From an optimization exercise on the open Yosys and OpenROAD flow, aimed at small area, a short achievable clock period and few clock cycles; shortcuts taken in it are not production practice.

## run A
==> flow/design.v <==
`timescale 1ns / 1ps
module GCD(
    input         clk,
    input         rst,         
    input         start,       
    input  [15:0] a_in,
    input  [15:0] b_in,
    output        done,        
    output [15:0] Gcd,
    output [55:0] seg          
    );
    localparam STEPS = 3;      
    reg [16:0] F, G;
    reg [4:0]  D;
    reg [3:0]  K;
    reg        Busy;
    reg        Slow;           
    reg        Low;            
    reg [2:0]  Cnt;            
    reg        DoneReg;
    reg [34:0] Sg;             
    function [42:0] gstep(input [16:0] f, input [16:0] g, input [4:0] d,
                          input [3:0] k);
        reg        sub, swap, odd2;
        reg [15:0] sq;
        reg [17:0] x;
        reg [16:0] fo, go;
        reg [4:0]  dx;
        reg [1:0]  sh, dec;
        begin
            sub  = !(f[1] ^ g[1]);
            sq   = {g[16], g[16:2]} + ({f[16], f[16:2]} ^ {16{sub}}) + 16'd1;
            swap = d[4];
            odd2 = f[0] && g[0];
            x    = odd2 ? {sq[15], sq, 1'b0}
                 : (f[0] || !g[0]) ? {g[16], g} : {f[16], f};
            sh   = (!f[0] || x[1]) ? 2'd1 : x[2] ? 2'd2 : 2'd3;
            go   = (sh == 2'd1) ? x[17:1]
                 : (sh == 2'd2) ? {x[17], x[17:2]} : {{2{x[17]}}, x[17:3]};
            fo   = !f[0] ? (g[0] ? g : {f[16], f[16:1]})
                         : (odd2 && swap) ? g : f;
            dx   = ((!f[0] && g[0]) || (odd2 && swap)) ? ~d : d;
            dec  = !f[0] ? 2'd0 : (odd2 && swap) ? sh - 2'd1 : sh;
            gstep = {fo, go, dx - {3'd0, dec}, k + {3'd0, !f[0] && !g[0]}};
        end
    endfunction
    reg [16:0] fn, gn, fp, gp;
    reg [4:0]  dn;
    reg [3:0]  kn, kp;
    integer s;
    always @* begin
        fn = F; gn = G; dn = D; kn = K;
        fp = F; gp = G; kp = K;
        for (s = 0; s < STEPS; s = s + 1) begin
            if (s == STEPS - 1) begin fp = fn; gp = gn; kp = kn; end
            {fn, gn, dn, kn} = gstep(fn, gn, dn, kn);
        end
    end
    wire        TermP = (gp == 17'd0) && (fp[0] || fp == 17'd0);
    wire [16:0] Absf  = {fp[16:1] ^ {16{fp[16]}}, fp[0]};
    wire        Big   = |Absf[15:8];
    wire        Fast  = !Big && (kp == 4'd0);
    function [3:0] add3(input [3:0] x);
        case (x)
            4'd5: add3 = 4'd8;
            4'd6: add3 = 4'd9;
            4'd7: add3 = 4'd10;
            4'd8: add3 = 4'd11;
            4'd9: add3 = 4'd12;
            default: add3 = x;
        endcase
    endfunction
    function [9:0] bcd8(input [7:0] v);
        reg [11:0] r;
        integer i;
        begin
            r = 12'd0;
            for (i = 7; i >= 0; i = i - 1) begin
                r[3:0] = add3(r[3:0]);
                r[7:4] = add3(r[7:4]);
                r = {r[10:0], v[i]};
            end
            bcd8 = r[9:0];
        end
    endfunction
    function [18:0] dabble(input [18:0] d, input bit_in);
        dabble = {d[17:16],
                  add3(d[15:12]), add3(d[11:8]), add3(d[7:4]), add3(d[3:0]),
                  bit_in};
    endfunction
    wire [7:0] V8 = Big ? Absf[15:8] : Absf[7:0];
    wire [9:0] B8 = bcd8(V8);
    function [4:0] zflags(input [18:0] d);
        reg z4, z3, z2, z1, z0;
        begin
            z4 = (d[18:16] == 3'd0);
            z3 = z4 && (d[15:12] == 4'd0);
            z2 = z3 && (d[11:8] == 4'd0);
            z1 = z2 && (d[7:4] == 4'd0);
            z0 = z1 && (d[3:0] == 4'd0);
            zflags = {z4, z3, z2, z1, z0};
        end
    endfunction
    function [6:0] seg7(input blank, input [3:0] x);
        reg a, b, c, d, e, f, g;
        begin
            a = (!x[3] && !x[2] && !x[1] && x[0]) || (x[2] && !x[1] && !x[0]);
            b = x[2] && (x[1] ^ x[0]);
            c = !x[2] && x[1] && !x[0];
            d = a || (x[2] && x[1] && x[0]);
            e = x[0] || (x[2] && !x[1]);
            f = (!x[3] && !x[2] && (x[1] || x[0])) || (x[2] && x[1] && x[0]);
            g = (!x[3] && !x[2] && !x[1]) || (x[2] && x[1] && x[0]);
            seg7 = {g, f, e, d, c, b, a} | {7{blank}};
        end
    endfunction
    function [3:0] unseg7(input [6:0] s);
        reg a, b, c, d, e, f, g;
        begin
            {g, f, e, d, c, b, a} = s;
            unseg7 = {!a && !b && !c && !d && !f && !g,
                      (b && !c) || (a && !f) || (g && f && !a),
                      (f && !(g && a)) || (b && !e),
                      e && !c && !(a && !f)};
        end
    endfunction
    function [34:0] segs(input [18:0] d, input [4:0] z);
        segs = {seg7(z[4], {1'b0, d[18:16]}), seg7(z[3], d[15:12]),
                seg7(z[2], d[11:8]), seg7(z[1], d[7:4]), seg7(z[0], d[3:0])};
    endfunction
    wire [3:0]  Dg4 = unseg7(Sg[34:28]);
    wire [18:0] Dg  = {Dg4[2:0], unseg7(Sg[27:21]), unseg7(Sg[20:14]),
                       unseg7(Sg[13:7]), unseg7(Sg[6:0])};
    assign seg  = {7'h7F, 7'h7F, 7'h7F, Sg};
    assign Gcd  = F[15:0];
    assign done = DoneReg;
    wire Conv = Busy && !Slow && TermP;
    wire [18:0] DgNext = dabble(Dg, Low ? F[Cnt] : 1'b0);
    always @(posedge clk) begin
        if (!Busy) begin
            F <= {1'b0, a_in};
            G <= {1'b0, b_in};
            D <= 5'd0;
            K <= 4'd0;
        end else if (Slow) begin
            if (!Low) begin
                F <= {F[15:0], 1'b0};
                K <= K - 4'd1;
            end
        end else begin
            F <= Conv ? Absf : fn;
            G <= gn;
            D <= dn;
            K <= kn;
        end
        if (Slow) Sg <= segs(DgNext, zflags(DgNext));
        else      Sg <= segs({9'd0, B8}, {2'b11, V8 < 8'd100, V8 < 8'd10,
                                          V8 == 8'd0});
        if (Slow) Cnt <= Cnt - 3'd1;
        else      Cnt <= 3'd7;
        if (rst) begin
            Busy    <= 1'b0;
            Slow    <= 1'b0;
            DoneReg <= 1'b0;
        end else begin
            DoneReg <= 1'b0;
            if (start) begin
                Busy <= 1'b1;
            end else if (Slow) begin
                if (Low) begin
                    if (Cnt == 3'd0) begin
                        Low <= 1'b0;
                        if (K == 4'd0) begin
                            Slow    <= 1'b0;
                            Busy    <= 1'b0;
                            DoneReg <= 1'b1;
                        end
                    end
                end else if (K == 4'd1) begin
                    Slow    <= 1'b0;
                    Busy    <= 1'b0;
                    DoneReg <= 1'b1;
                end
            end else if (Conv) begin
                if (Fast) begin
                    Busy    <= 1'b0;
                    DoneReg <= 1'b1;
                end else begin
                    Slow <= 1'b1;
                    Low  <= Big;
                end
            end
        end
    end
endmodule
Settings: LEC_CHECK=0, ABC_AREA=1, CAP_MARGIN=20, CORE_MARGIN=2, CORE_UTILIZATION=65, CTS_BUF_LIST=sky130_fd_sc_hd__clkbuf_8, PLACE_DENSITY=0.8, SLEW_MARGIN=20; clock period 38.0 ns.
run.sh (not shown) runs the stock make flow with config.mk's settings and CLKGATE_MAP_FILE= SYNTH_SCRIPT=/design/flow/synth_recipe.tcl, a recipe that flattens the netlist after the stock synthesis.
#### Input delta (run B over run A)
Settings: PLACE_DENSITY no longer set, was 0.8; CORE_UTILIZATION now 40, was 65.
Results
Diff run A -> run B: count of cell types in the netlist held; global-route wire length before repair higher; post-synthesis instance total was more or less identical; worst-case setup margin in the final layout -4.0 ps.
Relative to run B, the following input files were edited for run C:
Settings: removing CTS_BUF_LIST (formerly sky130_fd_sc_hd__clkbuf_8).
Notes after the runs:
Total number of vias of run B is on par with run C. Run B → run C: global-route met2 utilization roughly the same; post-route cell area higher; final core utilization went up 0.35 points; share of flip-flops with an asynchronous set or reset after synthesis barely changed; placeable core area was more or less identical. Cmp run C vs run B: fraction of area in multi-input gates lower in run C.
No functional check of the RTL was part of any run of this note.

-- what the ideal ports hide --
How much do the figures lean on ideal ports? The routed layouts below were timed once more, with nothing changed but the port constraints.
Step 1 (the two cells are an assumption about what drives the block):
set clk [get_ports {clk}]
set_driving_cell -lib_cell sky130_fd_sc_hd__clkbuf_16 $clk
set_driving_cell -lib_cell sky130_fd_sc_hd__buf_2 [delete_from_list [all_inputs] $clk]
Step 2 moves the port delays by t, midway between the first and last clock arrival at a register: inputs arrive t later, outputs are due t later. That takes back most of the time a late clock gives input paths.
Three values: no drivers, after step 1, after step 2; two values: the first two.
| run | shift t [ns] | setup WS [ns] | hold WS [ns] | slew at the worst register clock pin (ns) | pins driven straight from the clock port |
|---|---|---|---|---|---|
| run A | 0.398 | 28.429 / 28.429 / 28.429 | 0.451 / 0.451 / 0.451 | 0.09 / 0.09 | 1 |
| run B | 0.402 | 28.425 / 28.425 / 28.425 | 0.429 / 0.429 / 0.429 | 0.10 / 0.10 | 1 |
| run C | 0.384 | 28.435 / 28.435 / 28.435 | 0.420 / 0.420 / 0.420 | 0.07 / 0.07 | 1 |
After both steps setup and hold are still met in every run listed.
